Source: an optimization exercise on an open RTL-to-GDS flow (aim: small area and a short achievable clock period). Production flows keep margins and buffers that such runs may drop. At most, simulation tests tie the RTL to the original design; equivalence was not proved.

v6:
## complex_multiplier
module complex_multiplier
(
	input clk, rst,
	input in_valid,
	input [31:0] x_real, x_imag, y_real, y_imag,
	output out_valid,
	output [31:0] xy_real, xy_imag
);
clock: 21.0 ns
lec_check: 0
abc_area: 1
cap_margin: 20
core_margin: 2
core_utilization: 40
slew_margin: 20
run.sh (not shown) runs the stock make flow with config.mk's settings and CLKGATE_MAP_FILE= SYNTH_SCRIPT=/design/flow/synth_recipe.tcl, a recipe that flattens the netlist after the stock synthesis.
Changes in v7 relative to v6:
# v6
export LEC_CHECK = 0
export ABC_AREA = 1
export CAP_MARGIN = 20
export CORE_MARGIN = 2
export CORE_UTILIZATION = 40
export SLEW_MARGIN = 20
create_clock -name core_clock -period 21.0 [get_ports {clk}]
# v7
export LEC_CHECK = 0
export ABC_AREA = 0
export CAP_MARGIN = 20
export CORE_MARGIN = 2
export CORE_UTILIZATION = 40
export SLEW_MARGIN = 20
create_clock -name core_clock -period 21.0 [get_ports {clk}]
Notes after the runs:
- Flip-flop and latch area grows by a few percent when moving from v6 to v7.
- Compared with v6, v7 shows a higher number of nets in the finished design.
- Compared with v6, v7 shows a setup slack that is 2010 ps lower.
- In the flow results for v7 and v6, the global-route wire length before repair is smaller on v6.
- A critical path startpoint of mii.prod[21]$_DFF_P_ is what v7 shows, while yr[3]$_DFF_P_ belongs to v6.
No run of this note included a check of the RTL's function; only the layout flow was run.

* * *

Another version of the RTL of complex_multiplier (not shown whole).
Size: about 17,000 cells after synthesis, roughly 1,500 flip-flops, about 200 I/O pins, roughly 130,000 um^2 of cells after synthesis.
export LEC_CHECK = 0
export ABC_AREA = 1
export CAP_MARGIN = 20
export CORE_MARGIN = 2
export CORE_UTILIZATION = 55
export CTS_CLUSTER_DIAMETER = 200
export CTS_CLUSTER_SIZE = 18
export SLEW_MARGIN = 20
create_clock -name core_clock -period 21.0 [get_ports {clk}]
standard.sh (not shown) runs the stock make flow with config.mk's settings and CLKGATE_MAP_FILE= SYNTH_SCRIPT=/design/flow/synth_recipe.tcl, a recipe that flattens the netlist after the stock synthesis.
==> flow/flow/run.sh <==
#!/bin/bash
# Layout flow: the standard layout (standard.sh, unchanged synthesis and
# ORFS steps), except that the buffers ORFS puts on the input and output ports
# at global placement are sky130_fd_sc_hd__buf_4 rather than the buffer it
# picks by default (sky130_fd_sc_hd__clkdlybuf4s50_1, a slow delay cell).
# make's full output goes to standard.log here; each ORFS step keeps its own
# log under orfs/logs/.
set -euo pipefail
bash standard.sh "BUFFER_PORTS_ARGS=-buffer_cell sky130_fd_sc_hd__buf_4" finish > standard.log 2>&1
Change:
--- a/flow/config.mk
+++ b/flow/config.mk
@@ -10,5 +10,3 @@
 export CORE_MARGIN = 2
-export CORE_UTILIZATION = 55
-export CTS_CLUSTER_DIAMETER = 200
-export CTS_CLUSTER_SIZE = 18
+export CORE_UTILIZATION = 70
 export SLEW_MARGIN = 20
After rerunning: The changed run did not get past global routing on GRT-0232. Synthesized cell count does not change. Area after synthesis stays the same.
Change:
==> flow/flow/run.sh (replaced) <==
#!/bin/bash
# Layout flow: the standard layout (standard.sh: unchanged synthesis and
# ORFS steps, the design's SDC and clock period) with two ORFS settings given
# to make on its command line:
#  - BUFFER_PORTS_ARGS: the buffers ORFS puts on the input and output ports at
#    global placement are sky130_fd_sc_hd__buf_4 rather than the buffer it
#    picks by default (sky130_fd_sc_hd__clkdlybuf4s50_1, a slow delay cell);
#  - SETUP_SLACK_MARGIN: ORFS's repair_timing steps (after CTS and after global
#    routing) aim for 15.65 ns of setup slack instead of 0, so they also size
#    and buffer the slowest register-to-register paths (the clock period and
#    constraints are unchanged).
# make's full output goes to standard.log here; each ORFS step keeps its own
# log under orfs/logs/.
set -euo pipefail
bash standard.sh \
  "BUFFER_PORTS_ARGS=-buffer_cell sky130_fd_sc_hd__buf_4" \
  "SETUP_SLACK_MARGIN=15.65" \
  finish > standard.log 2>&1
--- a/flow/config.mk
+++ b/flow/config.mk
@@ -10,3 +10,5 @@
 export CORE_MARGIN = 2
-export CORE_UTILIZATION = 70
+export CORE_UTILIZATION = 55
+export CTS_CLUSTER_DIAMETER = 200
+export CTS_CLUSTER_SIZE = 18
 export SLEW_MARGIN = 20
This time the run finished with timing, DRC and antenna clean; synthesized cell count stays the same; area after synthesis stays the same.
Change:
==> flow/flow/run.sh (replaced) <==
#!/bin/bash
# Layout flow: the standard layout (standard.sh, unchanged synthesis and
# ORFS steps), except that the buffers ORFS puts on the input and output ports
# at global placement are sky130_fd_sc_hd__buf_4 rather than the buffer it
# picks by default (sky130_fd_sc_hd__clkdlybuf4s50_1, a slow delay cell).
# make's full output goes to standard.log here; each ORFS step keeps its own
# log under orfs/logs/.
set -euo pipefail
bash standard.sh "BUFFER_PORTS_ARGS=-buffer_cell sky130_fd_sc_hd__buf_4" finish > standard.log 2>&1
--- a/flow/config.mk
+++ b/flow/config.mk
@@ -11,4 +11,2 @@
 export CORE_UTILIZATION = 55
-export CTS_CLUSTER_DIAMETER = 200
-export CTS_CLUSTER_SIZE = 18
 export SLEW_MARGIN = 20
Worst setup slack got worse by 80 ps.
Die area does not change.
Via count hardly moves.
Flip-flop and latch count stays the same.
Utilization climbs by 1.4 points.
Change:
--- a/flow/config.mk
+++ b/flow/config.mk
@@ -10,3 +10,3 @@
 export CORE_MARGIN = 2
-export CORE_UTILIZATION = 55
+export CORE_UTILIZATION = 62
 export SLEW_MARGIN = 20
Outcome: The changed run finished clean; cell area fell slightly; worst setup slack is worse by 3.5 ps; cell count went down slightly.

* * *

complex_multiplier, a different RTL version from the one above (not shown whole).
For scale: roughly 17000 cells after synthesis, roughly 1500 flip-flops, roughly 200 I/O pins.
## complex_multiplier
module complex_multiplier
(
	input clk, rst,
	input in_valid,
	input [31:0] x_real, x_imag, y_real, y_imag,
	output out_valid,
	output [31:0] xy_real, xy_imag
);
	reg [8:0] valid_pipe;
	always @(posedge clk) begin
		if (rst)
			valid_pipe <= 9'b0;
		else
			valid_pipe <= {valid_pipe[7:0], in_valid};
	end
	assign out_valid = valid_pipe[8];
	reg [31:0] xr, xi, yr, yi;
	reg xr_h, xi_h, yr_h, yi_h;		 
	reg [12:0] yr_one, yr_two, yi_one, yi_two;
	always @(posedge clk) begin
		xr <= x_real;
		xi <= x_imag;
		yr <= y_real;
		yi <= y_imag;
		xr_h <= |x_real[30:23];
		xi_h <= |x_imag[30:23];
		yr_h <= |y_real[30:23];
		yi_h <= |y_imag[30:23];
		yr_one <= booth_one(y_real);
		yr_two <= booth_two(y_real);
		yi_one <= booth_one(y_imag);
		yi_two <= booth_two(y_imag);
	end
	wire [31:0] rr, ri, ir, ii;
	pipelined_fpu_mul_eff mrr(.clk(clk), .a(xr), .a_h(xr_h), .b(yr), .b_h(yr_h), .b_one(yr_one), .b_two(yr_two), .s(rr));
	pipelined_fpu_mul_eff mri(.clk(clk), .a(xr), .a_h(xr_h), .b(yi), .b_h(yi_h), .b_one(yi_one), .b_two(yi_two), .s(ri));
	pipelined_fpu_mul_eff mir(.clk(clk), .a(xi), .a_h(xi_h), .b(yr), .b_h(yr_h), .b_one(yr_one), .b_two(yr_two), .s(ir));
	pipelined_fpu_mul_eff mii(.clk(clk), .a(xi), .a_h(xi_h), .b(yi), .b_h(yi_h), .b_one(yi_one), .b_two(yi_two), .s(ii));
	fpu_adder realpart(.clk(clk), .a_d(rr), .b_d(ii), .sub(1'b1), .s(xy_real));
	fpu_adder imagpart(.clk(clk), .a_d(ri), .b_d(ir), .sub(1'b0), .s(xy_imag));
	function [25:0] booth_digits;
		input [31:0] f;
		reg [26:0] m;
		integer i;
		begin
			m = {2'b00, |f[30:23], f[22:0], 1'b0};
			for (i = 0; i < 13; i = i + 1) begin
				booth_digits[i] = m[2*i+1] ^ m[2*i];
				booth_digits[13+i] = (m[2*i+2] & ~m[2*i+1] & ~m[2*i]) | (~m[2*i+2] & m[2*i+1] & m[2*i]);
			end
		end
  ...
Settings: LEC_CHECK=0, ABC_AREA=1, CAP_MARGIN=20, CORE_MARGIN=2, CORE_UTILIZATION=55, CTS_CLUSTER_DIAMETER=200, CTS_CLUSTER_SIZE=18, SLEW_MARGIN=20; clock period 21.0 ns.
==> flow/flow/run.sh <==
#!/bin/bash
# Layout flow: the standard layout (standard.sh: unchanged synthesis and
# ORFS steps, the design's SDC and clock period) with two ORFS settings given
# to make on its command line:
#  - BUFFER_PORTS_ARGS: the buffers ORFS puts on the input and output ports at
#    global placement are sky130_fd_sc_hd__buf_4 rather than the buffer it
#    picks by default (sky130_fd_sc_hd__clkdlybuf4s50_1, a slow delay cell);
#  - SETUP_SLACK_MARGIN: ORFS's repair_timing steps (after CTS and after global
#    routing) aim for 15.65 ns of setup slack instead of 0, so they also size
#    and buffer the slowest register-to-register paths (the clock period and
#    constraints are unchanged).
# make's full output goes to standard.log here; each ORFS step keeps its own
# log under orfs/logs/.
set -euo pipefail
bash standard.sh \
  "BUFFER_PORTS_ARGS=-buffer_cell sky130_fd_sc_hd__buf_4" \
  "SETUP_SLACK_MARGIN=15.65" \
  finish > standard.log 2>&1
The first run went through all stages and came out clean.
Edit:
==> flow/flow/run.sh (replaced) <==
#!/bin/bash
# Layout flow: the standard layout (standard.sh, unchanged synthesis and
# ORFS steps), except that the buffers ORFS puts on the input and output ports
# at global placement are sky130_fd_sc_hd__buf_4 rather than the buffer it
# picks by default (sky130_fd_sc_hd__clkdlybuf4s50_1, a slow delay cell).
# make's full output goes to standard.log here; each ORFS step keeps its own
# log under orfs/logs/.
set -euo pipefail
bash standard.sh "BUFFER_PORTS_ARGS=-buffer_cell sky130_fd_sc_hd__buf_4" finish > standard.log 2>&1
After rerunning: The changed run completed without violations; flip-flop and latch count stays the same; global-route usage barely changes; final cell count stays flat; utilization shrinks by 0.14 points; non-clock buffer count grows by 1; sequential share of layout area is about the same; worst setup slack degrades by 0.014 ns; count of clock-buffer cells in the layout is unchanged.

[static timing again, ports no longer ideal]
The results above use ideal ports. As a check the final layouts listed here were re-extracted and re-timed, cells and wires unchanged.
Step 1: set_driving_cell puts a clkbuf_16 on clk and a buf_2 on each other input, an assumption about the parent block.
Step 2 adds t to the input delays and takes it off the output delays; t is the mean of the earliest and latest rising clock arrival at the registers after step 1. Input paths then give back, and output paths get back, about the clock's delay inside the block.
Slacks: no drivers / after step 1 / after step 2; pairs: no drivers / after step 1.
run	t (ns)	slack for setup (ns)	cell pins on the clock port's net
v6	0.928	11.724 / 11.724 / 11.724	1
v7	0.972	9.717 / 9.717 / 9.717	1
the first run of note 2	0.892	15.566 / 15.461 / 14.998	1
the third run of note 2	0.894	15.581 / 15.475 / 14.992	1
the fourth run of note 2	0.943	15.501 / 15.395 / 15.079	1
the fifth run of note 2	0.931	15.497 / 15.394 / 15.021	1
the first run of note 3	0.891	15.555 / 15.449 / 15.297	1
the second run of note 3	0.900	15.542 / 15.428 / 15.325	1
After both steps every run listed still meets setup and hold. For the third run of note 2, which loses most, drivers alone change the setup slack by -0.106 ns; drivers and shift together by -0.589 ns.
